Source: an optimization exercise on an open RTL-to-GDS flow (aim: small area). Production flows keep margins and buffers that such runs may drop.
In this exercise RTL edits were held to simulation tests only and were not proved equivalent to the original.
The flow treats the clock pin as an ideal source, which a real chip does not have.
Power and IR drop assume default switching activity.

## design.v

```verilog
`timescale 1ns/10ps
module fir(data_out, out_enable, data_in, sample_enable, coef_enable, error, clk, reset);
	output [15:0] data_out;
	output out_enable;
	output error;
	input [7:0] data_in;
	input sample_enable;
	input coef_enable;
	input clk;
	input reset;
	localparam S_RESET  = 3'd0;
	localparam S_C0     = 3'd2;
	localparam S_C1     = 3'd1;
	localparam S_C2     = 3'd3;
	localparam S_C3     = 3'd5;
	localparam S_C4     = 3'd7;
	localparam S_FILTER = 3'd6;
	localparam S_ERROR  = 3'd4;
	reg [2:0] state;
	reg primed;
	reg [7:0] c0, c1, c2, c3, c4;
	reg [7:0] x1m, x2m, x3m, x4m;
	wire ce = coef_enable;
	wire se = sample_enable;
	wire st_reset  = (state == S_RESET);
	wire st_filter = (state == S_FILTER);
	wire st_error  = (state == S_ERROR);
	wire st_coeff  = (state == S_C0) || (state == S_C1) || (state == S_C2) ||
	                 (state == S_C3) || (state == S_C4);
	wire st_c0     = (state == S_C0);
	wire read_coef = ce & ~se & ~st_error;
	wire read_samp = se & ~ce & (st_filter | st_c0);
	assign out_enable = st_filter | (st_c0 & ~ce & se);
	assign error = st_error | (st_reset & se) | (st_coeff & ce & se) |
	               (st_coeff & ~st_c0 & ~ce) | (st_filter & ce & se);
	reg [2:0] after_coef;
	always @(*)
		case (state)
			S_C0: after_coef = S_C1;
			S_C1: after_coef = S_C2;
			S_C2: after_coef = S_C3;
			S_C3: after_coef = S_C4;
			S_C4: after_coef = S_C0;
			default: after_coef = S_C1;
		endcase
	reg [2:0] nstate;
	always @(*) begin
		nstate = state;
		if (error) nstate = S_ERROR;
		else if (read_coef) nstate = after_coef;
		else if (st_c0) nstate = S_FILTER;
	end
	always @(posedge clk or negedge reset)
		if (~reset) begin
			state <= S_RESET;
			primed <= 1'b0;
		end else begin
			state <= nstate;
			if (st_c0 & ~ce) primed <= 1'b1;
		end
	always @(posedge clk)
		if (read_samp | ~primed) begin
			x1m <= read_samp ? data_in ^ 8'haa : 8'haa;
			x2m <= x1m; x3m <= x2m; x4m <= x3m;
		end
	always @(posedge clk)
		if (read_coef) begin
			c0 <= data_in; c1 <= c0; c2 <= c1; c3 <= c2; c4 <= c3;
		end
	wire s0;
	wire k0;
	wire s1;
	wire k1;
	wire s2;
	wire k2;
	wire s3;
	wire k3;
	wire s4;
	wire k4;
	wire s5;
	wire k5;
	wire s6;
	wire k6;
	wire s7;
	wire k7;
	wire e8;
	wire e9;
	wire e10;
	wire p11;
	wire p12;
	wire p14;
	wire p16;
	wire p18;
	wire p20;
	wire p22;
	wire p24;
	wire p26;
	wire p28;
	wire e29;
	wire e30;
	wire e31;
	wire p32;
	wire p33;
	wire p35;
	wire p37;
	wire p39;
	wire p41;
	wire p43;
	wire p45;
	wire p47;
	wire p49;
	wire e50;
	wire e51;
	wire e52;
	wire p53;
	wire p54;
	wire p56;
	wire p58;
	wire p60;
	wire p62;
	wire p64;
	wire p66;
	wire p68;
	wire p70;
	wire e71;
	wire e72;
	wire e73;
	wire p74;
	wire p75;
	wire p77;
	wire p79;
	wire p81;
	wire p83;
	wire p85;
	wire p87;
	wire p89;
	wire p91;
	wire s92;
	wire k92;
	wire s93;
	wire k93;
	wire s94;
	wire k94;
	wire s95;
	wire k95;
	wire s96;
	wire k96;
	wire s97;
	wire k97;
	wire s98;
	wire k98;
	wire s99;
	wire k99;
	wire e100;
	wire e101;
	wire e102;
	wire p103;
	wire p104;
	wire p106;
	wire p108;
	wire p110;
	wire p112;
	wire p114;
	wire p116;
	wire p118;
	wire p120;
	wire e121;
	wire e122;
	wire e123;
	wire p124;
	wire p125;
	wire p127;
	wire p129;
	wire p131;
	wire p133;
	wire p135;
	wire p137;
	wire p139;
	wire p141;
	wire e142;
	wire e143;
	wire e144;
	wire p145;
	wire p146;
	wire p148;
	wire p150;
	wire p152;
	wire p154;
	wire p156;
	wire p158;
	wire p160;
	wire p162;
	wire e163;
	wire e164;
	wire e165;
	wire p166;
	wire p167;
	wire p169;
	wire p171;
	wire p173;
	wire p175;
	wire p177;
	wire p179;
	wire p181;
	wire p183;
	wire s184;
	wire k184;
	wire s185;
	wire k185;
	wire s186;
	wire k186;
	wire s187;
	wire k187;
	wire s188;
	wire k188;
	wire s189;
	wire k189;
	wire s190;
	wire k190;
	wire s191;
	wire k191;
	wire e192;
	wire e193;
	wire e194;
	wire p195;
	wire p196;
	wire p198;
	wire p200;
	wire p202;
	wire p204;
	wire p206;
	wire p208;
	wire p210;
	wire p212;
	wire e213;
	wire e214;
	wire e215;
	wire p216;
	wire p217;
	wire p219;
	wire p221;
	wire p223;
	wire p225;
	wire p227;
	wire p229;
	wire p231;
	wire p233;
	wire e234;
	wire e235;
	wire e236;
	wire p237;
	wire p238;
	wire p240;
	wire p242;
	wire p244;
	wire p246;
	wire p248;
	wire p250;
	wire p252;
	wire p254;
	wire e255;
	wire e256;
	wire e257;
	wire p258;
	wire p259;
	wire p261;
	wire p263;
	wire p265;
	wire p267;
	wire p269;
	wire p271;
	wire p273;
	wire p275;
	wire s276;
	wire k276;
	wire s277;
	wire k277;
	wire s278;
	wire k278;
	wire s279;
	wire k279;
	wire s280;
	wire k280;
	wire s281;
	wire k281;
	wire s282;
	wire k282;
	wire s283;
	wire k283;
	wire e284;
	wire e285;
	wire e286;
	wire p287;
	wire p288;
	wire p290;
	wire p292;
	wire p294;
	wire p296;
	wire p298;
	wire p300;
	wire p302;
	wire p304;
	wire e305;
	wire e306;
	wire e307;
	wire p308;
	wire p309;
	wire p311;
	wire p313;
	wire p315;
	wire p317;
	wire p319;
	wire p321;
	wire p323;
	wire p325;
	wire e326;
	wire e327;
	wire e328;
	wire p329;
	wire p330;
	wire p332;
	wire p334;
	wire p336;
	wire p338;
	wire p340;
	wire p342;
	wire p344;
	wire p346;
	wire e347;
	wire e348;
	wire e349;
	wire p350;
	wire p351;
	wire p353;
	wire p355;
	wire p357;
	wire p359;
	wire p361;
	wire p363;
	wire p365;
	wire p367;
	wire s368;
	wire k368;
	wire s369;
	wire k369;
	wire s370;
	wire k370;
	wire s371;
	wire k371;
	wire s372;
	wire k372;
	wire s373;
	wire k373;
	wire s374;
	wire k374;
	wire s375;
	wire k375;
	wire e376;
	wire e377;
	wire e378;
	wire p379;
	wire p380;
	wire p382;
	wire p384;
	wire p386;
	wire p388;
	wire p390;
	wire p392;
	wire p394;
	wire p396;
	wire e397;
	wire e398;
	wire e399;
	wire p400;
	wire p401;
	wire p403;
	wire p405;
	wire p407;
	wire p409;
	wire p411;
	wire p413;
	wire p415;
	wire p417;
	wire e418;
	wire e419;
	wire e420;
	wire p421;
	wire p422;
	wire p424;
	wire p426;
	wire p428;
	wire p430;
	wire p432;
	wire p434;
	wire p436;
	wire p438;
	wire e439;
	wire e440;
	wire e441;
	wire p442;
	wire p443;
	wire p445;
	wire p447;
	wire p449;
	wire p451;
	wire p453;
	wire p455;
	wire p457;
	wire p459;
	wire s460;
	wire k460;
	wire s461;
	wire k461;
	wire s462;
	wire k462;
	wire s463;
	wire k463;
	wire s464;
	wire k464;
	wire s465;
	wire k465;
	wire s466;
	wire k466;
	wire s467;
	wire k467;
	wire s468;
	wire k468;
	wire s469;
	wire k469;
	wire s470;
	wire k470;
	wire s471;
	wire k471;
	wire s472;
	wire k472;
	wire s473;
	wire k473;
	wire s474;
	wire k474;
	wire s475;
	wire k475;
	wire s476;
	wire k476;
	wire s477;
	wire k477;
	wire s478;
	wire k478;
	wire s479;
	wire k479;
	wire s480;
	wire k480;
	wire s481;
	wire k481;
	wire s482;
	wire k482;
	wire s483;
	wire k483;
	wire s484;
	wire k484;
	wire s485;
	wire k485;
	wire s486;
	wire k486;
	wire s487;
	wire k487;
	wire s488;
	wire k488;
	wire s489;
	wire k489;
	wire s490;
	wire k490;
	wire s491;
	wire k491;
	wire s492;
	wire k492;
	wire s493;
	wire k493;
	wire s494;
	wire k494;
	wire s495;
	wire k495;
	wire s496;
	wire k496;
	wire s497;
	wire k497;
	wire s498;
	wire k498;
	wire s499;
	wire k499;
	wire s500;
	wire k500;
	wire s501;
	wire k501;
	wire s502;
	wire k502;
	wire s503;
	wire k503;
	wire s504;
	wire k504;
	wire s505;
	wire k505;
	wire s506;
	wire k506;
	wire s507;
	wire k507;
	wire s508;
	wire k508;
	wire s509;
	wire k509;
	wire s510;
	wire k510;
	wire s511;
	wire k511;
	wire s512;
	wire k512;
	wire s513;
	wire k513;
	wire s514;
	wire k514;
	wire s515;
	wire k515;
	wire s516;
	wire k516;
	wire s517;
	wire k517;
	wire s518;
	wire k518;
	wire s519;
	wire k519;
	wire s520;
	wire k520;
	wire s521;
	wire k521;
	wire s522;
	wire k522;
	wire s523;
	wire k523;
	wire s524;
	wire k524;
	wire s525;
	wire k525;
	wire s526;
	wire k526;
	wire s527;
	wire k527;
	wire s528;
	wire k528;
	wire s529;
	wire k529;
	wire s530;
	wire k530;
	wire s531;
	wire k531;
	wire s532;
	wire k532;
	wire s533;
	wire k533;
	wire s534;
	wire k534;
	wire s535;
	wire k535;
	wire s536;
	wire k536;
	wire s537;
	wire k537;
	wire s538;
	wire k538;
	wire s539;
	wire k539;
	wire s540;
	wire k540;
	wire s541;
	wire k541;
	wire s542;
	wire k542;
	wire s543;
	wire k543;
	wire s544;
	wire k544;
	wire s545;
	wire k545;
	wire s546;
	wire k546;
	wire s547;
	wire k547;
	wire s548;
	wire k548;
	wire s549;
	wire k549;
	wire s550;
	wire k550;
	wire s551;
	wire k551;
	wire s552;
	wire k552;
	wire s553;
	wire k553;
	wire s554;
	wire k554;
	wire s555;
	wire k555;
	wire s556;
	wire k556;
	wire s557;
	wire k557;
	wire s558;
	wire k558;
	wire s559;
	wire k559;
	wire s560;
	wire k560;
	wire s561;
	wire k561;
	wire s562;
	wire k562;
	wire s563;
	wire k563;
	wire s564;
	wire k564;
	wire s565;
	wire k565;
	wire s566;
	wire k566;
	wire s567;
	wire k567;
	wire s568;
	wire k568;
	wire s569;
	wire k569;
	wire s570;
	wire k570;
	wire s571;
	wire k571;
	wire s572;
	wire k572;
	wire s573;
	wire k573;
	wire s574;
	wire k574;
	wire s575;
	wire k575;
	wire s576;
	wire k576;
	wire s577;
	wire k577;
	wire s578;
	wire k578;
	wire s579;
	wire k579;
	wire s580;
	wire k580;
	wire s581;
	wire k581;
	wire s582;
	wire k582;
	wire s583;
	wire k583;
	wire s584;
	wire k584;
	wire s585;
	wire k585;
	wire s586;
	wire k586;
	wire s587;
	wire k587;
	wire s588;
	wire k588;
	wire s589;
	wire k589;
	wire s590;
	wire k590;
	wire s591;
	wire k591;
	wire s592;
	wire k592;
	wire s593;
	wire k593;
	wire s594;
	wire k594;
	wire s595;
	wire k595;
	wire s596;
	wire k596;
	wire s597;
	wire k597;
	wire s598;
	wire k598;
	wire s599;
	wire k599;
	wire s600;
	wire k600;
	wire s601;
	wire k601;
	wire s602;
	wire k602;
	wire s603;
	wire k603;
	wire s604;
	wire k604;
	wire s605;
	wire k605;
	wire s606;
	wire k606;
	wire s607;
	wire k607;
	wire s608;
	wire k608;
	wire s609;
	wire k609;
	wire s610;
	wire k610;
	wire s611;
	wire k611;
	wire s612;
	wire k612;
	wire s613;
	wire k613;
	wire s614;
	wire k614;
	wire s615;
	wire k615;
	wire s616;
	wire k616;
	wire s617;
	wire k617;
	wire s618;
	wire k618;
	wire s619;
	wire k619;
	wire s620;
	wire k620;
	wire s621;
	wire k621;
	wire s622;
	wire k622;
	wire s623;
	wire k623;
	wire s624;
	wire k624;
	wire s625;
	wire k625;
	wire s626;
	wire k626;
	wire s627;
	wire k627;
	wire s628;
	wire k628;
	wire s629;
	wire k629;
	wire s630;
	wire k630;
	wire s631;
	wire k631;
	wire s632;
	wire k632;
	wire s633;
	wire k633;
	wire s634;
	wire k634;
	wire s635;
	wire k635;
	wire s636;
	wire k636;
	wire s637;
	wire k637;
	wire s638;
	wire k638;
	wire s639;
	wire s640;
	wire s641;
	wire s642;
	wire s643;
	wire s644;
	wire s645;
	wire s646;
	wire s647;
	wire s648;
	wire s649;
	wire o650;
	wire o651;
	wire o652;
	wire o653;
	wire o654;
	wire o655;
	wire o656;
	wire o657;
	wire o658;
	wire o659;
	fir_ha u0 (c4[1], c4[0], s0, k0);
	fir_fa u1 (c4[2], c4[1], k0, s1, k1);
	fir_fa u2 (c4[3], c4[2], k1, s2, k2);
	fir_fa u3 (c4[4], c4[3], k2, s3, k3);
	fir_fa u4 (c4[5], c4[4], k3, s4, k4);
	fir_fa u5 (c4[6], c4[5], k4, s5, k5);
	fir_fa u6 (c4[7], c4[6], k5, s6, k6);
	fir_ha u7 (c4[7], k6, s7, k7);
	assign e8 = (data_in[0]) & ~(data_in[1]);
	assign e9 = ~(data_in[0]) & (data_in[1]);
	assign e10 = (data_in[0]) & (data_in[1]);
	assign p11 = ~(c4[0] & (data_in[0]));
	fir_sel3 u13 (p12, e8, c4[1], e9, c4[0], e10, s0);
	fir_sel3 u15 (p14, e8, c4[2], e9, c4[1], e10, s1);
	fir_sel3 u17 (p16, e8, c4[3], e9, c4[2], e10, s2);
	fir_sel3 u19 (p18, e8, c4[4], e9, c4[3], e10, s3);
	fir_sel3 u21 (p20, e8, c4[5], e9, c4[4], e10, s4);
	fir_sel3 u23 (p22, e8, c4[6], e9, c4[5], e10, s5);
	fir_sel3 u25 (p24, e8, c4[7], e9, c4[6], e10, s6);
	fir_sel2 u27 (p26, e9, c4[7], e10, s7);
	assign p28 = ~((e10 & k7));
	assign e29 = (data_in[2]) & ~(data_in[3]);
	assign e30 = ~(data_in[2]) & (data_in[3]);
	assign e31 = (data_in[2]) & (data_in[3]);
	assign p32 = ~(c4[0] & (data_in[2]));
	fir_sel3 u34 (p33, e29, c4[1], e30, c4[0], e31, s0);
	fir_sel3 u36 (p35, e29, c4[2], e30, c4[1], e31, s1);
	fir_sel3 u38 (p37, e29, c4[3], e30, c4[2], e31, s2);
	fir_sel3 u40 (p39, e29, c4[4], e30, c4[3], e31, s3);
	fir_sel3 u42 (p41, e29, c4[5], e30, c4[4], e31, s4);
	fir_sel3 u44 (p43, e29, c4[6], e30, c4[5], e31, s5);
	fir_sel3 u46 (p45, e29, c4[7], e30, c4[6], e31, s6);
	fir_sel2 u48 (p47, e30, c4[7], e31, s7);
	assign p49 = ~((e31 & k7));
	assign e50 = (data_in[4]) & ~(data_in[5]);
	assign e51 = ~(data_in[4]) & (data_in[5]);
	assign e52 = (data_in[4]) & (data_in[5]);
	assign p53 = ~(c4[0] & (data_in[4]));
	fir_sel3 u55 (p54, e50, c4[1], e51, c4[0], e52, s0);
	fir_sel3 u57 (p56, e50, c4[2], e51, c4[1], e52, s1);
	fir_sel3 u59 (p58, e50, c4[3], e51, c4[2], e52, s2);
	fir_sel3 u61 (p60, e50, c4[4], e51, c4[3], e52, s3);
	fir_sel3 u63 (p62, e50, c4[5], e51, c4[4], e52, s4);
	fir_sel3 u65 (p64, e50, c4[6], e51, c4[5], e52, s5);
	fir_sel3 u67 (p66, e50, c4[7], e51, c4[6], e52, s6);
	fir_sel2 u69 (p68, e51, c4[7], e52, s7);
	assign p70 = ~((e52 & k7));
	assign e71 = (data_in[6]) & ~(data_in[7]);
	assign e72 = ~(data_in[6]) & (data_in[7]);
	assign e73 = (data_in[6]) & (data_in[7]);
	assign p74 = ~(c4[0] & (data_in[6]));
	fir_sel3 u76 (p75, e71, c4[1], e72, c4[0], e73, s0);
	fir_sel3 u78 (p77, e71, c4[2], e72, c4[1], e73, s1);
	fir_sel3 u80 (p79, e71, c4[3], e72, c4[2], e73, s2);
	fir_sel3 u82 (p81, e71, c4[4], e72, c4[3], e73, s3);
	fir_sel3 u84 (p83, e71, c4[5], e72, c4[4], e73, s4);
	fir_sel3 u86 (p85, e71, c4[6], e72, c4[5], e73, s5);
	fir_sel3 u88 (p87, e71, c4[7], e72, c4[6], e73, s6);
	fir_sel2 u90 (p89, e72, c4[7], e73, s7);
	assign p91 = ~((e73 & k7));
	fir_ha u92 (c3[1], c3[0], s92, k92);
	fir_fa u93 (c3[2], c3[1], k92, s93, k93);
	fir_fa u94 (c3[3], c3[2], k93, s94, k94);
	fir_fa u95 (c3[4], c3[3], k94, s95, k95);
	fir_fa u96 (c3[5], c3[4], k95, s96, k96);
	fir_fa u97 (c3[6], c3[5], k96, s97, k97);
	fir_fa u98 (c3[7], c3[6], k97, s98, k98);
	fir_ha u99 (c3[7], k98, s99, k99);
	assign e100 = (x1m[0]) & ~(~x1m[1]);
	assign e101 = ~(x1m[0]) & (~x1m[1]);
	assign e102 = (x1m[0]) & (~x1m[1]);
	assign p103 = ~(c3[0] & (x1m[0]));
	fir_sel3 u105 (p104, e100, c3[1], e101, c3[0], e102, s92);
	fir_sel3 u107 (p106, e100, c3[2], e101, c3[1], e102, s93);
	fir_sel3 u109 (p108, e100, c3[3], e101, c3[2], e102, s94);
	fir_sel3 u111 (p110, e100, c3[4], e101, c3[3], e102, s95);
	fir_sel3 u113 (p112, e100, c3[5], e101, c3[4], e102, s96);
	fir_sel3 u115 (p114, e100, c3[6], e101, c3[5], e102, s97);
	fir_sel3 u117 (p116, e100, c3[7], e101, c3[6], e102, s98);
	fir_sel2 u119 (p118, e101, c3[7], e102, s99);
	assign p120 = ~((e102 & k99));
	assign e121 = (x1m[2]) & ~(~x1m[3]);
	assign e122 = ~(x1m[2]) & (~x1m[3]);
	assign e123 = (x1m[2]) & (~x1m[3]);
	assign p124 = ~(c3[0] & (x1m[2]));
	fir_sel3 u126 (p125, e121, c3[1], e122, c3[0], e123, s92);
	fir_sel3 u128 (p127, e121, c3[2], e122, c3[1], e123, s93);
	fir_sel3 u130 (p129, e121, c3[3], e122, c3[2], e123, s94);
	fir_sel3 u132 (p131, e121, c3[4], e122, c3[3], e123, s95);
	fir_sel3 u134 (p133, e121, c3[5], e122, c3[4], e123, s96);
	fir_sel3 u136 (p135, e121, c3[6], e122, c3[5], e123, s97);
	fir_sel3 u138 (p137, e121, c3[7], e122, c3[6], e123, s98);
	fir_sel2 u140 (p139, e122, c3[7], e123, s99);
	assign p141 = ~((e123 & k99));
	assign e142 = (x1m[4]) & ~(~x1m[5]);
	assign e143 = ~(x1m[4]) & (~x1m[5]);
	assign e144 = (x1m[4]) & (~x1m[5]);
	assign p145 = ~(c3[0] & (x1m[4]));
	fir_sel3 u147 (p146, e142, c3[1], e143, c3[0], e144, s92);
	fir_sel3 u149 (p148, e142, c3[2], e143, c3[1], e144, s93);
	fir_sel3 u151 (p150, e142, c3[3], e143, c3[2], e144, s94);
	fir_sel3 u153 (p152, e142, c3[4], e143, c3[3], e144, s95);
	fir_sel3 u155 (p154, e142, c3[5], e143, c3[4], e144, s96);
	fir_sel3 u157 (p156, e142, c3[6], e143, c3[5], e144, s97);
	fir_sel3 u159 (p158, e142, c3[7], e143, c3[6], e144, s98);
	fir_sel2 u161 (p160, e143, c3[7], e144, s99);
	assign p162 = ~((e144 & k99));
	assign e163 = (x1m[6]) & ~(~x1m[7]);
	assign e164 = ~(x1m[6]) & (~x1m[7]);
	assign e165 = (x1m[6]) & (~x1m[7]);
	assign p166 = ~(c3[0] & (x1m[6]));
	fir_sel3 u168 (p167, e163, c3[1], e164, c3[0], e165, s92);
	fir_sel3 u170 (p169, e163, c3[2], e164, c3[1], e165, s93);
	fir_sel3 u172 (p171, e163, c3[3], e164, c3[2], e165, s94);
	fir_sel3 u174 (p173, e163, c3[4], e164, c3[3], e165, s95);
	fir_sel3 u176 (p175, e163, c3[5], e164, c3[4], e165, s96);
	fir_sel3 u178 (p177, e163, c3[6], e164, c3[5], e165, s97);
	fir_sel3 u180 (p179, e163, c3[7], e164, c3[6], e165, s98);
	fir_sel2 u182 (p181, e164, c3[7], e165, s99);
	assign p183 = ~((e165 & k99));
	fir_ha u184 (c2[1], c2[0], s184, k184);
	fir_fa u185 (c2[2], c2[1], k184, s185, k185);
	fir_fa u186 (c2[3], c2[2], k185, s186, k186);
	fir_fa u187 (c2[4], c2[3], k186, s187, k187);
	fir_fa u188 (c2[5], c2[4], k187, s188, k188);
	fir_fa u189 (c2[6], c2[5], k188, s189, k189);
	fir_fa u190 (c2[7], c2[6], k189, s190, k190);
	fir_ha u191 (c2[7], k190, s191, k191);
	assign e192 = (x2m[0]) & ~(~x2m[1]);
	assign e193 = ~(x2m[0]) & (~x2m[1]);
	assign e194 = (x2m[0]) & (~x2m[1]);
	assign p195 = ~(c2[0] & (x2m[0]));
	fir_sel3 u197 (p196, e192, c2[1], e193, c2[0], e194, s184);
	fir_sel3 u199 (p198, e192, c2[2], e193, c2[1], e194, s185);
	fir_sel3 u201 (p200, e192, c2[3], e193, c2[2], e194, s186);
	fir_sel3 u203 (p202, e192, c2[4], e193, c2[3], e194, s187);
	fir_sel3 u205 (p204, e192, c2[5], e193, c2[4], e194, s188);
	fir_sel3 u207 (p206, e192, c2[6], e193, c2[5], e194, s189);
	fir_sel3 u209 (p208, e192, c2[7], e193, c2[6], e194, s190);
	fir_sel2 u211 (p210, e193, c2[7], e194, s191);
	assign p212 = ~((e194 & k191));
	assign e213 = (x2m[2]) & ~(~x2m[3]);
	assign e214 = ~(x2m[2]) & (~x2m[3]);
	assign e215 = (x2m[2]) & (~x2m[3]);
	assign p216 = ~(c2[0] & (x2m[2]));
	fir_sel3 u218 (p217, e213, c2[1], e214, c2[0], e215, s184);
	fir_sel3 u220 (p219, e213, c2[2], e214, c2[1], e215, s185);
	fir_sel3 u222 (p221, e213, c2[3], e214, c2[2], e215, s186);
	fir_sel3 u224 (p223, e213, c2[4], e214, c2[3], e215, s187);
	fir_sel3 u226 (p225, e213, c2[5], e214, c2[4], e215, s188);
	fir_sel3 u228 (p227, e213, c2[6], e214, c2[5], e215, s189);
	fir_sel3 u230 (p229, e213, c2[7], e214, c2[6], e215, s190);
	fir_sel2 u232 (p231, e214, c2[7], e215, s191);
	assign p233 = ~((e215 & k191));
	assign e234 = (x2m[4]) & ~(~x2m[5]);
	assign e235 = ~(x2m[4]) & (~x2m[5]);
	assign e236 = (x2m[4]) & (~x2m[5]);
	assign p237 = ~(c2[0] & (x2m[4]));
	fir_sel3 u239 (p238, e234, c2[1], e235, c2[0], e236, s184);
	fir_sel3 u241 (p240, e234, c2[2], e235, c2[1], e236, s185);
	fir_sel3 u243 (p242, e234, c2[3], e235, c2[2], e236, s186);
	fir_sel3 u245 (p244, e234, c2[4], e235, c2[3], e236, s187);
	fir_sel3 u247 (p246, e234, c2[5], e235, c2[4], e236, s188);
	fir_sel3 u249 (p248, e234, c2[6], e235, c2[5], e236, s189);
	fir_sel3 u251 (p250, e234, c2[7], e235, c2[6], e236, s190);
	fir_sel2 u253 (p252, e235, c2[7], e236, s191);
	assign p254 = ~((e236 & k191));
	assign e255 = (x2m[6]) & ~(~x2m[7]);
	assign e256 = ~(x2m[6]) & (~x2m[7]);
	assign e257 = (x2m[6]) & (~x2m[7]);
	assign p258 = ~(c2[0] & (x2m[6]));
	fir_sel3 u260 (p259, e255, c2[1], e256, c2[0], e257, s184);
	fir_sel3 u262 (p261, e255, c2[2], e256, c2[1], e257, s185);
	fir_sel3 u264 (p263, e255, c2[3], e256, c2[2], e257, s186);
	fir_sel3 u266 (p265, e255, c2[4], e256, c2[3], e257, s187);
	fir_sel3 u268 (p267, e255, c2[5], e256, c2[4], e257, s188);
	fir_sel3 u270 (p269, e255, c2[6], e256, c2[5], e257, s189);
	fir_sel3 u272 (p271, e255, c2[7], e256, c2[6], e257, s190);
	fir_sel2 u274 (p273, e256, c2[7], e257, s191);
	assign p275 = ~((e257 & k191));
	fir_ha u276 (c1[1], c1[0], s276, k276);
	fir_fa u277 (c1[2], c1[1], k276, s277, k277);
	fir_fa u278 (c1[3], c1[2], k277, s278, k278);
	fir_fa u279 (c1[4], c1[3], k278, s279, k279);
	fir_fa u280 (c1[5], c1[4], k279, s280, k280);
	fir_fa u281 (c1[6], c1[5], k280, s281, k281);
	fir_fa u282 (c1[7], c1[6], k281, s282, k282);
	fir_ha u283 (c1[7], k282, s283, k283);
	assign e284 = (x3m[0]) & ~(~x3m[1]);
	assign e285 = ~(x3m[0]) & (~x3m[1]);
	assign e286 = (x3m[0]) & (~x3m[1]);
	assign p287 = ~(c1[0] & (x3m[0]));
	fir_sel3 u289 (p288, e284, c1[1], e285, c1[0], e286, s276);
	fir_sel3 u291 (p290, e284, c1[2], e285, c1[1], e286, s277);
	fir_sel3 u293 (p292, e284, c1[3], e285, c1[2], e286, s278);
	fir_sel3 u295 (p294, e284, c1[4], e285, c1[3], e286, s279);
	fir_sel3 u297 (p296, e284, c1[5], e285, c1[4], e286, s280);
	fir_sel3 u299 (p298, e284, c1[6], e285, c1[5], e286, s281);
	fir_sel3 u301 (p300, e284, c1[7], e285, c1[6], e286, s282);
	fir_sel2 u303 (p302, e285, c1[7], e286, s283);
	assign p304 = ~((e286 & k283));
	assign e305 = (x3m[2]) & ~(~x3m[3]);
	assign e306 = ~(x3m[2]) & (~x3m[3]);
	assign e307 = (x3m[2]) & (~x3m[3]);
	assign p308 = ~(c1[0] & (x3m[2]));
	fir_sel3 u310 (p309, e305, c1[1], e306, c1[0], e307, s276);
	fir_sel3 u312 (p311, e305, c1[2], e306, c1[1], e307, s277);
	fir_sel3 u314 (p313, e305, c1[3], e306, c1[2], e307, s278);
	fir_sel3 u316 (p315, e305, c1[4], e306, c1[3], e307, s279);
	fir_sel3 u318 (p317, e305, c1[5], e306, c1[4], e307, s280);
	fir_sel3 u320 (p319, e305, c1[6], e306, c1[5], e307, s281);
	fir_sel3 u322 (p321, e305, c1[7], e306, c1[6], e307, s282);
	fir_sel2 u324 (p323, e306, c1[7], e307, s283);
	assign p325 = ~((e307 & k283));
	assign e326 = (x3m[4]) & ~(~x3m[5]);
	assign e327 = ~(x3m[4]) & (~x3m[5]);
	assign e328 = (x3m[4]) & (~x3m[5]);
	assign p329 = ~(c1[0] & (x3m[4]));
	fir_sel3 u331 (p330, e326, c1[1], e327, c1[0], e328, s276);
	fir_sel3 u333 (p332, e326, c1[2], e327, c1[1], e328, s277);
	fir_sel3 u335 (p334, e326, c1[3], e327, c1[2], e328, s278);
	fir_sel3 u337 (p336, e326, c1[4], e327, c1[3], e328, s279);
	fir_sel3 u339 (p338, e326, c1[5], e327, c1[4], e328, s280);
	fir_sel3 u341 (p340, e326, c1[6], e327, c1[5], e328, s281);
	fir_sel3 u343 (p342, e326, c1[7], e327, c1[6], e328, s282);
	fir_sel2 u345 (p344, e327, c1[7], e328, s283);
	assign p346 = ~((e328 & k283));
	assign e347 = (x3m[6]) & ~(~x3m[7]);
	assign e348 = ~(x3m[6]) & (~x3m[7]);
	assign e349 = (x3m[6]) & (~x3m[7]);
	assign p350 = ~(c1[0] & (x3m[6]));
	fir_sel3 u352 (p351, e347, c1[1], e348, c1[0], e349, s276);
	fir_sel3 u354 (p353, e347, c1[2], e348, c1[1], e349, s277);
	fir_sel3 u356 (p355, e347, c1[3], e348, c1[2], e349, s278);
	fir_sel3 u358 (p357, e347, c1[4], e348, c1[3], e349, s279);
	fir_sel3 u360 (p359, e347, c1[5], e348, c1[4], e349, s280);
	fir_sel3 u362 (p361, e347, c1[6], e348, c1[5], e349, s281);
	fir_sel3 u364 (p363, e347, c1[7], e348, c1[6], e349, s282);
	fir_sel2 u366 (p365, e348, c1[7], e349, s283);
	assign p367 = ~((e349 & k283));
	fir_ha u368 (c0[1], c0[0], s368, k368);
	fir_fa u369 (c0[2], c0[1], k368, s369, k369);
	fir_fa u370 (c0[3], c0[2], k369, s370, k370);
	fir_fa u371 (c0[4], c0[3], k370, s371, k371);
	fir_fa u372 (c0[5], c0[4], k371, s372, k372);
	fir_fa u373 (c0[6], c0[5], k372, s373, k373);
	fir_fa u374 (c0[7], c0[6], k373, s374, k374);
	fir_ha u375 (c0[7], k374, s375, k375);
	assign e376 = (x4m[0]) & ~(~x4m[1]);
	assign e377 = ~(x4m[0]) & (~x4m[1]);
	assign e378 = (x4m[0]) & (~x4m[1]);
	assign p379 = ~(c0[0] & (x4m[0]));
	fir_sel3 u381 (p380, e376, c0[1], e377, c0[0], e378, s368);
	fir_sel3 u383 (p382, e376, c0[2], e377, c0[1], e378, s369);
	fir_sel3 u385 (p384, e376, c0[3], e377, c0[2], e378, s370);
	fir_sel3 u387 (p386, e376, c0[4], e377, c0[3], e378, s371);
	fir_sel3 u389 (p388, e376, c0[5], e377, c0[4], e378, s372);
	fir_sel3 u391 (p390, e376, c0[6], e377, c0[5], e378, s373);
	fir_sel3 u393 (p392, e376, c0[7], e377, c0[6], e378, s374);
	fir_sel2 u395 (p394, e377, c0[7], e378, s375);
	assign p396 = ~((e378 & k375));
	assign e397 = (x4m[2]) & ~(~x4m[3]);
	assign e398 = ~(x4m[2]) & (~x4m[3]);
	assign e399 = (x4m[2]) & (~x4m[3]);
	assign p400 = ~(c0[0] & (x4m[2]));
	fir_sel3 u402 (p401, e397, c0[1], e398, c0[0], e399, s368);
	fir_sel3 u404 (p403, e397, c0[2], e398, c0[1], e399, s369);
	fir_sel3 u406 (p405, e397, c0[3], e398, c0[2], e399, s370);
	fir_sel3 u408 (p407, e397, c0[4], e398, c0[3], e399, s371);
	fir_sel3 u410 (p409, e397, c0[5], e398, c0[4], e399, s372);
	fir_sel3 u412 (p411, e397, c0[6], e398, c0[5], e399, s373);
	fir_sel3 u414 (p413, e397, c0[7], e398, c0[6], e399, s374);
	fir_sel2 u416 (p415, e398, c0[7], e399, s375);
	assign p417 = ~((e399 & k375));
	assign e418 = (x4m[4]) & ~(~x4m[5]);
	assign e419 = ~(x4m[4]) & (~x4m[5]);
	assign e420 = (x4m[4]) & (~x4m[5]);
	assign p421 = ~(c0[0] & (x4m[4]));
	fir_sel3 u423 (p422, e418, c0[1], e419, c0[0], e420, s368);
	fir_sel3 u425 (p424, e418, c0[2], e419, c0[1], e420, s369);
	fir_sel3 u427 (p426, e418, c0[3], e419, c0[2], e420, s370);
	fir_sel3 u429 (p428, e418, c0[4], e419, c0[3], e420, s371);
	fir_sel3 u431 (p430, e418, c0[5], e419, c0[4], e420, s372);
	fir_sel3 u433 (p432, e418, c0[6], e419, c0[5], e420, s373);
	fir_sel3 u435 (p434, e418, c0[7], e419, c0[6], e420, s374);
	fir_sel2 u437 (p436, e419, c0[7], e420, s375);
	assign p438 = ~((e420 & k375));
	assign e439 = (x4m[6]) & ~(~x4m[7]);
	assign e440 = ~(x4m[6]) & (~x4m[7]);
	assign e441 = (x4m[6]) & (~x4m[7]);
	assign p442 = ~(c0[0] & (x4m[6]));
	fir_sel3 u444 (p443, e439, c0[1], e440, c0[0], e441, s368);
	fir_sel3 u446 (p445, e439, c0[2], e440, c0[1], e441, s369);
	fir_sel3 u448 (p447, e439, c0[3], e440, c0[2], e441, s370);
	fir_sel3 u450 (p449, e439, c0[4], e440, c0[3], e441, s371);
	fir_sel3 u452 (p451, e439, c0[5], e440, c0[4], e441, s372);
	fir_sel3 u454 (p453, e439, c0[6], e440, c0[5], e441, s373);
	fir_sel3 u456 (p455, e439, c0[7], e440, c0[6], e441, s374);
	fir_sel2 u458 (p457, e440, c0[7], e441, s375);
	assign p459 = ~((e441 & k375));
	fir_fa u460 (p103, p195, p287, s460, k460);
	fir_fa u461 (p379, s460, p11, s461, k461);
	fir_fa u462 (p104, p196, p288, s462, k462);
	fir_fa u463 (p380, k460, s462, s463, k463);
	fir_fa u464 (s463, p12, k461, s464, k464);
	fir_fa u465 (p124, p216, p308, s465, k465);
	fir_fa u466 (p400, p106, p198, s466, k466);
	fir_fa u467 (p290, p382, k462, s467, k467);
	fir_fa u468 (s465, s466, s467, s468, k468);
	fir_fa u469 (k463, s468, p14, s469, k469);
	fir_fa u470 (p32, s469, k464, s470, k470);
	fir_fa u471 (p125, p217, p309, s471, k471);
	fir_fa u472 (p401, k465, s471, s472, k472);
	fir_fa u473 (p108, p200, p292, s473, k473);
	fir_fa u474 (p384, k466, k467, s474, k474);
	fir_fa u475 (s472, s473, k468, s475, k475);
	fir_fa u476 (s474, s475, p16, s476, k476);
	fir_fa u477 (p33, k469, s476, s477, k477);
	fir_xor u478 (s477, k470, s478);
	fir_or v478 (s477, k470, k478);
	fir_fa u479 (p145, p237, p329, s479, k479);
	fir_fa u480 (p421, p127, p219, s480, k480);
	fir_fa u481 (p311, p403, k471, s481, k481);
	fir_fa u482 (s479, s480, s481, s482, k482);
	fir_fa u483 (k472, p110, p202, s483, k483);
	fir_fa u484 (p294, p386, k473, s484, k484);
	fir_fa u485 (k474, s482, s483, s485, k485);
	fir_fa u486 (s484, k475, p18, s486, k486);
	fir_fa u487 (p35, p53, s485, s487, k487);
	fir_fa u488 (k476, s486, s487, s488, k488);
	fir_fa u489 (k477, s488, k478, s489, k489);
	fir_fa u490 (p146, p238, p330, s490, k490);
	fir_fa u491 (p422, k479, s490, s491, k491);
	fir_fa u492 (p129, p221, p313, s492, k492);
	fir_fa u493 (p405, k480, k481, s493, k493);
	fir_fa u494 (s491, s492, k482, s494, k494);
	fir_fa u495 (s493, p112, p204, s495, k495);
	fir_fa u496 (p296, p388, k483, s496, k496);
	fir_fa u497 (k484, s494, p20, s497, k497);
	fir_fa u498 (p37, p54, k485, s498, k498);
	fir_fa u499 (s495, s496, k486, s499, k499);
	fir_fa u500 (s497, s498, k487, s500, k500);
	fir_fa u501 (s499, k488, s500, s501, k501);
	fir_xor u502 (s501, k489, s502);
	fir_or v502 (s501, k489, k502);
	fir_fa u503 (p166, p258, p350, s503, k503);
	fir_fa u504 (p442, p148, p240, s504, k504);
	fir_fa u505 (p332, p424, k490, s505, k505);
	fir_fa u506 (s503, s504, s505, s506, k506);
	fir_fa u507 (k491, p131, p223, s507, k507);
	fir_fa u508 (p315, p407, k492, s508, k508);
	fir_fa u509 (k493, s506, s507, s509, k509);
	fir_fa u510 (s508, k494, p39, s510, k510);
	fir_fa u511 (p56, p74, p114, s511, k511);
	fir_fa u512 (p206, p22, p298, s512, k512);
	fir_fa u513 (p390, k495, k496, s513, k513);
	fir_fa u514 (s509, k497, s510, s514, k514);
	fir_fa u515 (s511, k498, s512, s515, k515);
	fir_fa u516 (s513, k499, s514, s516, k516);
	fir_fa u517 (k500, s515, s516, s517, k517);
	fir_fa u518 (k501, s517, k502, s518, k518);
	fir_fa u519 (p167, p259, p351, s519, k519);
	fir_fa u520 (p443, k503, s519, s520, k520);
	fir_fa u521 (p150, p242, p334, s521, k521);
	fir_fa u522 (p426, k504, k505, s522, k522);
	fir_fa u523 (s520, s521, k506, s523, k523);
	fir_fa u524 (s522, p133, p225, s524, k524);
	fir_fa u525 (p317, p409, k507, s525, k525);
	fir_fa u526 (k508, s523, p41, s526, k526);
	fir_fa u527 (p58, p75, k509, s527, k527);
	fir_fa u528 (s524, s525, k510, s528, k528);
	fir_fa u529 (p116, p208, p24, s529, k529);
	fir_fa u530 (p300, p392, k511, s530, k530);
	fir_fa u531 (s526, k512, k513, s531, k531);
	fir_fa u532 (s527, k514, s528, s532, k532);
	fir_fa u533 (s529, s530, k515, s533, k533);
	fir_fa u534 (s531, k516, s532, s534, k534);
	fir_fa u535 (s533, k517, s534, s535, k535);
	fir_xor u536 (s535, k518, s536);
	fir_or v536 (s535, k518, k536);
	fir_fa u537 (p169, p261, p353, s537, k537);
	fir_fa u538 (p445, k519, s537, s538, k538);
	fir_fa u539 (k520, p152, p244, s539, k539);
	fir_fa u540 (p336, p428, k521, s540, k540);
	fir_fa u541 (k522, s538, s539, s541, k541);
	fir_fa u542 (s540, k523, p60, s542, k542);
	fir_fa u543 (p77, p135, p227, s543, k543);
	fir_fa u544 (p319, p411, p43, s544, k544);
	fir_fa u545 (k524, k525, s541, s545, k545);
	fir_fa u546 (k526, s542, k527, s546, k546);
	fir_fa u547 (s543, s544, p118, s547, k547);
	fir_fa u548 (p210, p26, p302, s548, k548);
	fir_fa u549 (p394, s545, k528, s549, k549);
	fir_fa u550 (k529, k530, k531, s550, k550);
	fir_fa u551 (s546, s547, s548, s551, k551);
	fir_fa u552 (s549, k532, s550, s552, k552);
	fir_fa u553 (k533, s551, k534, s553, k553);
	fir_fa u554 (s552, s553, k535, s554, k554);
	fir_xor u555 (s554, k536, s555);
	fir_or v555 (s554, k536, k555);
	fir_fa u556 (p171, p263, p355, s556, k556);
	fir_fa u557 (p447, k537, k538, s557, k557);
	fir_fa u558 (s556, p154, p246, s558, k558);
	fir_fa u559 (p338, p430, k539, s559, k559);
	fir_fa u560 (k540, s557, p62, s560, k560);
	fir_fa u561 (p79, k541, s558, s561, k561);
	fir_fa u562 (s559, k542, p137, s562, k562);
	fir_fa u563 (p229, p321, p413, s563, k563);
	fir_fa u564 (p45, s560, k543, s564, k564);
	fir_fa u565 (k544, p120, p212, s565, k565);
	fir_fa u566 (p28, p304, p396, s566, k566);
	fir_fa u567 (k545, s561, s562, s567, k567);
	fir_fa u568 (s563, k546, s564, s568, k568);
	fir_fa u569 (k547, k548, s565, s569, k569);
	fir_fa u570 (s566, k549, k550, s570, k570);
	fir_fa u571 (s567, s568, k551, s571, k571);
	fir_fa u572 (s569, s570, k552, s572, k572);
	fir_fa u573 (s571, k553, s572, s573, k573);
	fir_fa u574 (k554, s573, k555, s574, k574);
	fir_fa u575 (p173, p265, p357, s575, k575);
	fir_fa u576 (p449, k556, k557, s576, k576);
	fir_fa u577 (s575, p81, p156, s577, k577);
	fir_fa u578 (p248, p340, p432, s578, k578);
	fir_fa u579 (p64, k558, k559, s579, k579);
	fir_fa u580 (s576, k560, s577, s580, k580);
	fir_fa u581 (s578, k561, s579, s581, k581);
	fir_fa u582 (p139, p231, p323, s582, k582);
	fir_fa u583 (p415, p47, k562, s583, k583);
	fir_fa u584 (k563, k564, s580, s584, k584);
	fir_fa u585 (k565, k566, s581, s585, k585);
	fir_fa u586 (s582, s583, k567, s586, k586);
	fir_fa u587 (k568, s584, k569, s587, k587);
	fir_fa u588 (s585, k570, s586, s588, k588);
	fir_fa u589 (k571, s587, k572, s589, k589);
	fir_fa u590 (s588, s589, k573, s590, k590);
	fir_xor u591 (s590, k574, s591);
	fir_or v591 (s590, k574, k591);
	fir_fa u592 (p175, p267, p359, s592, k592);
	fir_fa u593 (p451, k575, p83, s593, k593);
	fir_fa u594 (k576, s592, p158, s594, k594);
	fir_fa u595 (p250, p342, p434, s595, k595);
	fir_fa u596 (p66, k577, s593, s596, k596);
	fir_fa u597 (k578, k579, p141, s597, k597);
	fir_fa u598 (p233, p325, p417, s598, k598);
	fir_fa u599 (p49, s594, k580, s599, k599);
	fir_fa u600 (s595, s596, k581, s600, k600);
	fir_fa u601 (s597, k582, s598, s601, k601);
	fir_fa u602 (k583, k584, s599, s602, k602);
	fir_fa u603 (s600, k585, s601, s603, k603);
	fir_fa u604 (k586, s602, k587, s604, k604);
	fir_fa u605 (s603, k588, s604, s605, k605);
	fir_fa u606 (k589, s605, k590, s606, k606);
	fir_xor u607 (s606, k591, s607);
	fir_or v607 (s606, k591, k607);
	fir_fa u608 (p177, p269, p361, s608, k608);
	fir_fa u609 (p453, p85, k592, s609, k609);
	fir_fa u610 (k593, s608, s609, s610, k610);
	fir_fa u611 (p160, p252, p344, s611, k611);
	fir_fa u612 (p436, p68, k594, s612, k612);
	fir_fa u613 (k595, k596, k597, s613, k613);
	fir_fa u614 (k598, s610, s611, s614, k614);
	fir_fa u615 (s612, k599, s613, s615, k615);
	fir_fa u616 (k600, k601, s614, s616, k616);
	fir_fa u617 (k602, s615, k603, s617, k617);
	fir_fa u618 (s616, k604, s617, s618, k618);
	fir_fa u619 (k605, s618, k606, s619, k619);
	fir_xor u620 (s619, k607, s620);
	fir_or v620 (s619, k607, k620);
	fir_fa u621 (p179, p271, p363, s621, k621);
	fir_fa u622 (p455, p87, k608, s622, k622);
	fir_fa u623 (k609, p162, p254, s623, k623);
	fir_fa u624 (p346, p438, p70, s624, k624);
	fir_fa u625 (s621, s622, k610, s625, k625);
	fir_fa u626 (k611, s623, s624, s626, k626);
	fir_fa u627 (k612, k613, s625, s627, k627);
	fir_fa u628 (k614, s626, k615, s628, k628);
	fir_fa u629 (s627, k616, s628, s629, k629);
	fir_fa u630 (k617, s629, k618, s630, k630);
	fir_fa u631 (s630, k619, k620, s631, k631);
	fir_fa u632 (p181, p273, p365, s632, k632);
	fir_fa u633 (p457, p89, k621, s633, k633);
	fir_fa u634 (k622, k623, k624, s634, k634);
	fir_fa u635 (s632, s633, k625, s635, k635);
	fir_fa u636 (k626, s634, s635, s636, k636);
	fir_fa u637 (k627, k628, s636, s637, k637);
	fir_fa u638 (k629, s637, k630, s638, k638);
	fir_xor u639 (p183, p275, s639);
	fir_xor u640 (p367, p459, s640);
	fir_xor u641 (p91, s639, s641);
	fir_xor u642 (s640, k632, s642);
	fir_xor u643 (s641, k633, s643);
	fir_xor u644 (s642, k634, s644);
	fir_xor u645 (s643, s644, s645);
	fir_xor u646 (k635, s645, s646);
	fir_xor u647 (k636, s646, s647);
	fir_xor u648 (s647, k637, s648);
	fir_xor u649 (s648, k638, s649);
	assign o650 = ~s461;
	assign o651 = ~s464;
	assign o652 = ~s470;
	assign o653 = ~s489;
	assign o654 = ~s518;
	assign o655 = ~s574;
	assign o656 = ~s631;
	assign o657 = ~s638;
	assign o658 = o657 ^ ~k631;
	assign o659 = s649 ^ (~k631 & o657);
	assign data_out = {o659, o658, o656, s620, s607, s591, o655, s555, s536, o654, s502, o653, s478, o652, o651, o650};
endmodule
module fir_fa(input a, input b, input c, output s, output co);
	assign s = a ^ b ^ c;
	assign co = (a & b) | (c & (a ^ b));
endmodule
module fir_sel3(output y, input s1, input a1, input s2, input a2, input s3, input a3);
	assign y = ~((s1 & a1) | (s2 & a2) | (s3 & a3));
endmodule
module fir_sel2(output y, input s1, input a1, input s2, input a2);
	assign y = ~((s1 & a1) | (s2 & a2));
endmodule
module fir_xnor(input a, input b, output y);
	assign y = ~(a ^ b);
endmodule
module fir_xor(input a, input b, output y);
	assign y = a ^ b;
endmodule
module fir_or(input a, input b, output y);
	assign y = a | b;
endmodule
module fir_ha(input a, input b, output s, output co);
	assign s = a ^ b;
	assign co = a & b;
endmodule
```

## flow/run.sh

```bash
#!/bin/bash
# The standard layout with these changes: port buffers chosen per direction
# (flow/pre_gpl.tcl), global placement that is not timing driven, only
# small buffers for the resizer (flow/small_bufs.tcl), a clock tree of
# clock buffers without dummy balancing loads, and cells downsized where
# timing allows after clock tree synthesis (flow/post_cts.tcl).
set -uo pipefail
here=$(pwd)
bash standard.sh synth > standard_synth.log 2>&1 || exit 1
bash standard.sh \
  "DONT_BUFFER_PORTS=1" \
  "PRE_GLOBAL_PLACE_TCL=$here/flow/pre_gpl.tcl" \
  "PRE_RESIZE_TCL=$here/flow/small_bufs.tcl" \
  "PRE_CTS_TCL=$here/flow/small_bufs.tcl" \
  "POST_CTS_TCL=$here/flow/post_cts.tcl" \
  "PRE_GLOBAL_ROUTE_TCL=$here/flow/small_bufs.tcl" \
  "CTS_ARGS=-sink_clustering_enable -repair_clock_nets -buf_list sky130_fd_sc_hd__clkbuf_4 -root_buf sky130_fd_sc_hd__clkbuf_8 -dont_use_dummy_load" \
  finish > standard_make.log 2>&1
```

## flow/post_cts.tcl

```tcl
# Runs after clock tree synthesis: move each combinational cell to the
# smallest drive strength of its function that keeps setup slack above a
# margin, with no slew or capacitance violation. Flip-flops and clock
# buffers are left alone.
proc my_downsize { margin } {
  set dont_use {}
  if {[info exists ::env(DONT_USE_CELLS)]} { set dont_use $::env(DONT_USE_CELLS) }
  set changed 0
  foreach inst [get_cells *] {
    set ref [get_property $inst ref_name]
    if {![regexp {^(sky130_fd_sc_hd__[a-z0-9]+)_([0-9]+)$} $ref -> base drive]} continue
    if {[string match "*clkbuf*" $base] || [string match "*clkinv*" $base]} continue
    if {[string match "*df*" $base]} continue
    foreach d {0 1 2} {
      if {$d >= $drive} break
      set cand ${base}_$d
      if {[get_lib_cells -quiet */$cand] == ""} continue
      if {[lsearch $dont_use $cand] >= 0} continue
      replace_cell $inst $cand
      estimate_parasitics -placement
      if {[sta::worst_slack -max] >= $margin
          && [sta::max_slew_violation_count] == 0
          && [sta::max_capacitance_violation_count] == 0} {
        incr changed
        break
      }
      replace_cell $inst $ref
      estimate_parasitics -placement
    }
  }
  return $changed
}
estimate_parasitics -placement
puts "my_downsize: resized [my_downsize 0.3] instances"
```

## flow/pre_gpl.tcl

```tcl
# Runs before global placement: drop the buffers synthesis left in the
# netlist, then give each port a buf_1.
remove_buffers
buffer_ports -inputs -buffer_cell sky130_fd_sc_hd__buf_1
buffer_ports -outputs -buffer_cell sky130_fd_sc_hd__buf_1
```

## flow/small_bufs.tcl

```tcl
set_dont_use {sky130_fd_sc_hd__buf_6 sky130_fd_sc_hd__buf_8 sky130_fd_sc_hd__buf_12 sky130_fd_sc_hd__buf_16 sky130_fd_sc_hd__bufbuf_8 sky130_fd_sc_hd__bufbuf_16}
```

## standard.sh

```bash
#!/bin/bash
# synth_recipe.tcl (not shown) runs the flow's synth.tcl, then flattens the netlist and writes it again
# the make line also repeats each setting of config.mk as NAME=value (left out here)
make -C /OpenROAD-flow-scripts/flow DESIGN_CONFIG=/design/flow/config.mk WORK_HOME=/design/flow/orfs CLKGATE_MAP_FILE= SYNTH_SCRIPT=/design/flow/synth_recipe.tcl "${@:-finish}"
```

## config.mk

```make
export PLATFORM = sky130hd
export DESIGN_NAME = fir
export DESIGN_NICKNAME = fir
export VERILOG_FILES = /design/flow/design.v
export SDC_FILE = /design/flow/constraint.sdc
export NUM_CORES = 4
export LEC_CHECK = 0
export CAP_MARGIN = 20
export CELL_PAD_IN_SITES_DETAIL_PLACEMENT = 1
export CELL_PAD_IN_SITES_GLOBAL_PLACEMENT = 1
export CORE_MARGIN = 2
export CORE_UTILIZATION = 40
export GPL_TIMING_DRIVEN = 0
export SLEW_MARGIN = 20
export SYNTH_HIERARCHICAL = 1
```

## constraint.sdc

```tcl
create_clock -name core_clock -period 12.0 [get_ports {clk}]
set_input_delay 2.4000 -clock core_clock [delete_from_list [all_inputs] [get_ports {clk}]]
set_output_delay 2.4000 -clock core_clock [all_outputs]
set_load 0.01 [all_outputs]
```

==> metrics.md, run 1 <==
| Metric | Value |
|---|---|
| Status | timing/DRC/antenna clean |
| Critical Path, Cell by Cell | ha_1 > fa_1 > fa_1 > a222oi_1 > fa_1 > fa_1 > fa_1 > fa_1 > fa_1 > fa_1 > fa_1 > fa_1 > fa_1 > fa_1 > fa_1 > or2_0 > fa_1 > inv_1 > ha_1 > xor2_1 > buf_1 |
| Slew headroom | between 30% and 40% |
| CTS sink cnt | 76 |
| Post-DP Area | roughly 9500 um2 |
| Slew @ Worst Pin | ~950 ps |
| Vias | between 6k and 7k |
| Peak VDD IR | 134 uV |
| Max incr delay on CP | between 600 and 700 ps |
| Hold Vio Cnt, Final | 0 |
| I/O Buffers | 29 |
| Fmax | between 80 and 90 MHz |
| Sum Neg Setup Slack | 0 ps |
| Worst EP required | 9600 ps |
| Initial antenna violation count | 0 |
| Post-route cell area | between 9000 and 10000 um2 |
| Setup-failing EPs final | 0 |
| Filler instances | between 2k and 2.5k |
| Commonest non-fill, non-tap cells in the layout | fa_1, a222oi_1, edfxtp_1 |
| Setup CP Type | register to output pin |
| Leak Pwr | around 2.3 nW |
| CTS clk-pin slew, worst paths | around 80 ps |
| Worst Clk Skew | between 20 and 25 ps |
| Cell family with most CP delay | adder cells |
| Critical Path Start Type | register |
| DR vias/cell | roughly 7.0 |
| Core area | about 23000 um2 |
| WHS | between 400 and 500 ps |
| CP endpoint kind | output pin |
| Finished Layout Cells | about 940 |
| Library cells used by synthesis | 25 |
| Area of the die | about 24000 um2 |
| GRT Total Usage | 26.2% |
| Most used cell, CP | fa_1 |
| Crit path buf inv count | 2 |
| Pwr Density | 146 nW/um2 |
| Worst EP arrival | around 9000 ps |
| 1st-iter DRT viols | 1565 |
| Syn Area/Cell | 14.5 um2 |
| RSZ-0062 raised after global routing | false |
| Min setup slack post-route | roughly 630 ps |
| # diodes | 0 |
| Cells after DPL | 930 |
| Syn_nets | between 800 and 900 |
| Clock network latency to the later pin of the worst-skew pair | 370 ps |
| Remaining DRCs | 0 |
| Sequential share of the synthesized area | ~25% |
| Die X | 155 um |
| Worst Hold Class | register to register |
| Final GP Congestion | 0.950 |
| Gr ovfl total | 0 |
| Commonest non-fill, non-tap cell in the layout | fa_1 |
| Final period utilization | 94.7% |
| Cells after Synth | 630 |
| Post-Place Setup Slack | ~820 ps |
| Clock period minus worst slack | approximately 11000 ps |
| Synthesized area | between 9000 and 10000 um2 |
| Number of global-route vias before repair | about 7.4k |
| Layout cell share with drive strength beyond 1 | 1.99% |
| Largest net degree at the start of global routing | 24 |
| Io pins | 30 |
| Max Cap Viol | 0 |
| Number of nets in the layout | approximately 900 |
| CP max FO | 11 |
| Die Span Y | ~160 um |
| Fin. max-slew vios | 0 |
| Slowest-stage cell, CP | fa_1 |
| Layout area overhead | 4.19% |
| Routed length per instance | 32.2 um |
| Total power | ~1.4 mW |
| First-pass GRT wire length | 46400 um |
| Synth Register Bits | 76 |
| Routed WL | 30200 um |
| Antenna Nets Post-Route | 0 |
| Dpl hpwl | about 25000 um |
| Placement row count | 55 |
| Pre-antenna DRT Iters | 12 |
| Syn. warnings | 7 |
| Initial Util | 40.6% |
| Fin util | between 40% and 50% |
| CTS tree | yes |
## Yosys cell counts
library cell | instances | area share, %
o21ai_1 | 1 | 0.055
nand2b_1 | 2 | 0.14
xor2_1 | 19 | 1.8
a21oi_1 | 2 | 0.11
buf_4 | 16 | 1.3
a22oi_2 | 20 | 2.7
and2_1 | 24 | 1.6
nor3b_4 | 1 | 0.21
o22ai_1 | 1 | 0.069
o32ai_1 | 1 | 0.096
edfxtp_1 | 72 | 24
a222oi_1 | 140 | 15
nand2b_2 | 1 | 0.096
nor2b_1 | 24 | 1.6
fa_1 | 202 | 44
o221ai_1 | 1 | 0.096
a41o_2 | 1 | 0.12
ha_1 | 11 | 1.5
nor2_1 | 18 | 0.74
a31oi_1 | 2 | 0.14
nand2_1 | 46 | 1.9
inv_1 | 13 | 0.53
a211o_2 | 1 | 0.11
or2_1 | 7 | 0.48
dfrtp_1 | 4 | 1.1
## cell type report
class	count	area (um2)	share of cell area (%)
clock buffers	9	124	1.30
multi-input cells	525	6600	69.4
inverters	13	48.8	0.513
well taps	285	357	3.75
flip-flops and latches	76	2260	23.8
repair buffers	31	119	1.25
## where the power goes
part	internal (mW)	total, mW	leakage, nW	switching (mW)
Sequential	0.295	0.303	0.727	0.00747
Clock	0.0671	0.159	0.0647	0.0923
Combinational	0.397	0.926	1.48	0.528
## flip-flops by register name (all words and copies together) (netlist names), 8 cells and up
signal	cells
c2	8
c4	8
c3	8
x2m	8
x1m	8
c1	8
x4m	8
c0	8
x3m	8
## path summary, 6_finish.rpt
| path | from | endpoint | slack (ps) | cells past startpoint |
|---|---|---|---|---|
| max | c3[1]$_DFFE_PP_ | data_out[15] | 630 | 21 |
| min | primed$_DFFE_PN0P_ | primed$_DFFE_PN0P_ | 490 | 1 |
| max reg2reg | state[0]$_DFFE_PN0P_ | x4m[3]$_DFFE_PP_ | 9250 | 4 |
| min reg2reg | primed$_DFFE_PN0P_ | primed$_DFFE_PN0P_ | 490 | 1 |
| max in group asynchronous | reset | state[1]$_DFFE_PN0P_ | 9940 | 1 |
| min in group asynchronous | reset | state[0]$_DFFE_PN0P_ | 1850 | 1 |
## Yosys stat by module, one instance, submodules excluded
module | flip-flops and latches | area (um2) | cells inside | times used
fir | 76 | 3110 | 233 | 1
fir_fa | 0 | 20.0 | 1 | 202
fir_ha | 0 | 12.5 | 1 | 10
fir_or | 0 | 6.26 | 1 | 7
fir_sel2 | 0 | 12.5 | 1 | 20
fir_sel3 | 0 | 10.0 | 1 | 140
fir_xor | 0 | 8.76 | 1 | 18
## cell families after synthesis
kind of cell	Yosys count	synth area share [%]
AO/OA/AOI/OAI	170	18.9
buffers and inverters	29	1.85
XOR/XNOR	19	1.82
AND/OR/NAND/NOR	123	6.84
adder cells (fa/ha/maj)	213	45.8
flip-flops	76	24.8
## per-layer routing
| metal | global-route usage [%] | wire (um) | part of all wire, % | vias to the layer above |
|---|---|---|---|---|
| li1 | - | - | - | 2624 |
| met1 | 33.8 | 11600 | 38 | 3475 |
| met2 | 43.6 | 14700 | 49 | 395 |
| met3 | 6.80 | 3080 | 10 | 58 |
| met4 | 8.29 | 884 | 2.9 | 0 |
| met5 | 0 | 0 | 0 | - |
==> inputs of run 2 (changes only) <==
--- a/design.v
+++ b/design.v
@@ -768,2 +768,3 @@
 	wire s639;
+	wire k639;
 	wire s640;
@@ -778,4 +779,4 @@
 	wire s649;
-	wire o650;
-	wire o651;
+	wire s650;
+	wire s651;
 	wire o652;
@@ -787,3 +788,2 @@
 	wire o658;
-	wire o659;
 	fir_ha u0 (c4[1], c4[0], s0, k0);
@@ -1274,24 +1274,24 @@
 	fir_fa u638 (k629, s637, k630, s638, k638);
-	fir_xor u639 (p183, p275, s639);
-	fir_xor u640 (p367, p459, s640);
-	fir_xor u641 (p91, s639, s641);
-	fir_xor u642 (s640, k632, s642);
-	fir_xor u643 (s641, k633, s643);
-	fir_xor u644 (s642, k634, s644);
-	fir_xor u645 (s643, s644, s645);
-	fir_xor u646 (k635, s645, s646);
-	fir_xor u647 (k636, s646, s647);
-	fir_xor u648 (s647, k637, s648);
-	fir_xor u649 (s648, k638, s649);
-	assign o650 = ~s461;
-	assign o651 = ~s464;
-	assign o652 = ~s470;
-	assign o653 = ~s489;
-	assign o654 = ~s518;
-	assign o655 = ~s574;
-	assign o656 = ~s631;
-	assign o657 = ~s638;
-	assign o658 = o657 ^ ~k631;
-	assign o659 = s649 ^ (~k631 & o657);
-	assign data_out = {o659, o658, o656, s620, s607, s591, o655, s555, s536, o654, s502, o653, s478, o652, o651, o650};
+	fir_xor u639 (s638, k631, s639);
+	fir_or v639 (s638, k631, k639);
+	fir_xor u640 (p183, p275, s640);
+	fir_xor u641 (p367, p459, s641);
+	fir_xor u642 (p91, s640, s642);
+	fir_xor u643 (s641, k632, s643);
+	fir_xor u644 (s642, k633, s644);
+	fir_xor u645 (s643, k634, s645);
+	fir_xor u646 (s644, s645, s646);
+	fir_xor u647 (k635, s646, s647);
+	fir_xor u648 (k636, s647, s648);
+	fir_xor u649 (s648, k637, s649);
+	fir_xor u650 (s649, k638, s650);
+	fir_xnor u651 (s650, k639, s651);
+	assign o652 = ~s461;
+	assign o653 = ~s464;
+	assign o654 = ~s470;
+	assign o655 = ~s489;
+	assign o656 = ~s518;
+	assign o657 = ~s574;
+	assign o658 = ~s631;
+	assign data_out = {s651, s639, o658, s620, s607, s591, o657, s555, s536, o656, s502, o655, s478, o654, o653, o652};
 endmodule
==> metrics.md, run 2 <==
| Metric | Value |
|---|---|
| Status | timing/DRC/antenna clean (unchanged) |
| Number of global-route vias before repair | 7293 (was 7373) |
| Critical Path Start Type | register (unchanged) |
| Ys async rst share | 5.26% (unchanged) |
| Synth Register Bits | 76 (unchanged) |
| Worst Clk Skew | 21.8 ps (was 20.6 ps) |
| First-pass GRT wire length | 46600 um (was 46400 um) |
| Cells after DPL | 930 (unchanged) |
| Layout cell share with drive strength beyond 1 | 1.99% (unchanged) |
| Commonest non-fill, non-tap cell in the layout | fa_1 (unchanged) |
| Syn Area/Cell | 14.5 um2 (about the same) |
| GRT met1 Usage | 35.6% (was 33.8%) |
| WHS | 488 ps (was 492 ps) |
| CP max FO | 11 (unchanged) |
| Final period utilization | 96.4% (was 94.7%) |
| Gr ovfl total | 0 (unchanged) |
| Reg area | 2260 um2 (unchanged) |
| Post-synth EDFFs | 72 (unchanged) |
| Yosys top cell area share | 44.3% (about the same) |
| Crit path buf inv count | 1 (was 2) |
| Worst EP required | 9600 ps (about the same) |
| Vias | 6623 (was 6552) |
| Core area | 22500 um2 (unchanged) |
| Syn. warnings | 7 (unchanged) |
| Final GP Congestion | 0.946 (was 0.950) |
| Slew @ Worst Pin | 960 ps (was 947 ps) |
| Yosys top cell by area | fa_1 (unchanged) |
| Peak VDD IR | 142 uV (was 134 uV) |
| Routed length per instance | 32.4 um (was 32.2 um) |
| Die X | 155 um (about the same) |
| # diodes | 0 (unchanged) |
| Commonest non-fill, non-tap cells in the layout | fa_1, a222oi_1, edfxtp_1 (unchanged) |
| Remaining DRCs | 0 (unchanged) |
| Setup-failing EPs final | 0 (unchanged) |
| DR vias/cell | 7.05 (was 6.98) |
| Io pins | 30 (unchanged) |
| CTS clk-pin slew, worst paths | 70 ps (was 80 ps) |
| Placement row count | 55 (unchanged) |
| Layout area overhead | 4.09% (was 4.19%) |
| Crit Reg-Reg Endpoint | x1m[3]$_SDFFCE_PN1P_ (was x4m[3]$_DFFE_PP_) |
| RR Startpoint | state[1]$_DFFE_PN0P_ (was state[0]$_DFFE_PN0P_) |
| CP startpoint | c3[1]$_DFFE_PP_ (unchanged) |
| CTS tree | yes (unchanged) |
| Levels on crit path | 20 (was 21) |
| Finished Layout Cells | 939 (unchanged) |
| Leak Pwr | 2.24 nW (was 2.27 nW) |
| Pre-antenna DRT Iters | 12 (unchanged) |
| Area of the die | 24000 um2 (about the same) |
| Post-Place Setup Slack | 739 ps (was 822 ps) |
| RSZ-0062 raised after global routing | false (unchanged) |
| Filler instances | 2282 (was 2309) |
| Crit path capture | data_out[15] (unchanged) |
| Max Cap Viol | 0 (unchanged) |
| CP endpoint kind | output pin (unchanged) |
| Post-synth top cells | fa_1, a222oi_1, edfxtp_1 (unchanged) |
| Routed WL | 30400 um (was 30200 um) |
| Top_reg_cell synth | edfxtp_1 (unchanged) |
| Dpl hpwl | 25100 um (was 24900 um) |
| Most common cell in the netlist | fa_1 (unchanged) |
| Initial Util | 40.5% (was 40.6%) |
| Fin. max-slew vios | 0 (unchanged) |
| Slowest-stage cell, CP | edfxtp_1 (was fa_1) |
| R2R depth | 4 (unchanged) |
| Area of the multi-input gates | 6590 um2 (was 6600 um2) |
| Pwr Density | 146 nW/um2 (about the same) |
| Critical Path, Cell by Cell | ha_1 > fa_1 > a222oi_1 > fa_1 > fa_1 > fa_1 > fa_1 > fa_1 > fa_1 > fa_1 > fa_1 > fa_1 > fa_1 > fa_1 > fa_1 > or2_0 > fa_1 > or2_0 > xnor2_1 > buf_1 (was ha_1 > fa_1 > fa_1 > a222oi_1 > fa_1 > fa_1 > fa_1 > fa_1 > fa_1 > fa_1 > fa_1 > fa_1 > fa_1 > fa_1 > fa_1 > or2_0 > fa_1 > inv_1 > ha_1 > xor2_1 > buf_1) |
| Met3 Usage GRT | 5.10% (was 6.80%) |
| Cells after Synth | 629 (was 630) |
| Syn_nets | 853 (was 855) |
| Die Span Y | 155 um (about the same) |
| Cell family with most CP delay | adder cells (unchanged) |
| Worst Hold Class | register to register (unchanged) |
| I/O Buffers | 29 (unchanged) |
| Hold Vio Cnt, Final | 0 (unchanged) |
| Max incr delay on CP | 660 ps (was 640 ps) |
| Global route hottest layer | met2 (unchanged) |
| Setup CP Type | register to output pin (unchanged) |
| GRT Total Usage | 26.5% (was 26.2%) |
| Number of nets in the layout | 880 (was 881) |
| Worst EP arrival | 9170 ps (was 8970 ps) |
| 1st-iter DRT viols | 1432 (was 1565) |
| Initial antenna violation count | 0 (unchanged) |
| Min setup slack post-route | 426 ps (was 634 ps) |
| Global routing met2 resource utilization | 45.1% (was 43.6%) |
| Synthesized area | 9120 um2 (was 9130 um2) |
| Slew headroom | 35.9% (was 36.7%) |
| CTS sink cnt | 76 (unchanged) |
| Largest net degree at the start of global routing | 24 (unchanged) |
| Most used cell, CP | fa_1 (unchanged) |
| Antenna Nets Post-Route | 0 (unchanged) |
| Clock period minus worst slack | 11570 ps (was 11370 ps) |
| Ranking of synthesized cells by area | fa_1, edfxtp_1, a222oi_1, a22oi_2, nand2_1 (unchanged) |
| Fmax | 86.4 MHz (was 88.0 MHz) |
| Clock network latency to the later pin of the worst-skew pair | 360 ps (was 370 ps) |
| Sum Neg Setup Slack | 0 ps (unchanged) |
| Register-to-register setup slack | 9200 ps (was 9250 ps) |
| Sequential share of the synthesized area | 24.8% (about the same) |
| Library cells used by synthesis | 26 (was 25) |
-- run 2: cell count changes in the layout (fill, tap and decap cells not counted), sizes merged --
cell / change
clkbuf: +1
ha: -1
inv: -2
or2: +1
xnor2: +1
-- run 2: logic make-up after synthesis --
family / after synthesis / synth area share [%]
AOI/OAI and AO/OA: 170 / 18.9
adders and majority gates: 212 / 45.7
and+or+nand+nor: 124 / 6.91
DFF: 76 / 24.8
buffers and inverters: 27 / 1.77
xor gates and xnor gates: 20 / 1.92
-- run 2: through the flow --
step / power [mW] / util, % / area, um2
after floorplan: 1.21 / - / 9120
after global routing: 1.53 / 42.2 / 9500
after detailed placement: 1.26 / 42.3 / 9510
after global placement: 1.23 / 42.1 / 9470
final: 1.38 / 42.2 / 9500
-- run 2: worst min path at each step --
| stage | start | to | depth (start not counted) |
|---|---|---|---|
| 2_1_floorplan | primed$_DFFE_PN0P_ | primed$_DFFE_PN0P_ | 1 |
| 3_3_place_gp | primed$_DFFE_PN0P_ | primed$_DFFE_PN0P_ | 1 |
| 3_5_place_dp | x2m[7]$_DFFE_PP_ | x3m[7]$_DFFE_PP_ | 0 |
| 5_1_grt | primed$_DFFE_PN0P_ | primed$_DFFE_PN0P_ | 1 |
| 6_report | primed$_DFFE_PN0P_ | primed$_DFFE_PN0P_ | 1 |
-- run 2: power breakdown --
| group | switching, mW | internal, mW |
|---|---|---|
| Sequential | 0.00768 | 0.295 |
| Clock | 0.0870 | 0.0670 |
| Combinational | 0.527 | 0.400 |
-- run 2: routing by layer --
metal / vias up / routed length, um
met5: - / 0
met4: 0 / 455
met3: 40 / 2820
met2: 382 / 15100
met1: 3576 / 12000
li1: 2625 / -
-- run 2: layout make-up --
type,instances,area share [%]
Multi-Input combinational cell,526,69.4
Tap cell,285,3.76
Sequential cell,76,23.8
Clock buffer,9,1.30
Timing Repair Buffer,32,1.30
Inverter,11,0.435
-- run 2: modules after synthesis, one instance, submodules excluded --
module | flip-flops and latches | cells inside | cell area [um2]
fir | 76 | 229 | 3080
fir_fa | 0 | 1 | 20.0
fir_ha | 0 | 1 | 12.5
fir_sel2 | 0 | 1 | 12.5
fir_sel3 | 0 | 1 | 10.0
fir_xnor | 0 | 1 | 8.76
fir_xor | 0 | 1 | 8.76
fir_or | 0 | 1 | 6.26

-- static timing again, ports no longer ideal --
No port has a modelled driver above. Below, the same layouts with a new extraction and two added sets of constraints.
Step 1 sets driving cells, clkbuf_16 on the clock port and buf_2 on the other inputs (assumed; they add their load-dependent delay and slew).
Step 2 adds t to the input delays and takes it off the output delays; t is the mean of the earliest and latest rising clock arrival at the registers after step 1. Input paths then give back, and output paths get back, about the clock's delay inside the block.
a / b / c = no drivers / after step 1 / after step 2; a / b = the first two.
run | t (ns) | setup slack, ns | hold slack, ns | worst setup path at the end | cell pins on the clock port's net
run 1 | 0.401 | 0.634 / 0.593 / 0.682 | 0.492 / 0.492 / 0.492 | input to output | 1
run 2 | 0.394 | 0.426 / 0.385 / 0.671 | 0.488 / 0.488 / 0.488 | input to output | 1
After both steps setup and hold are still met in every run listed.
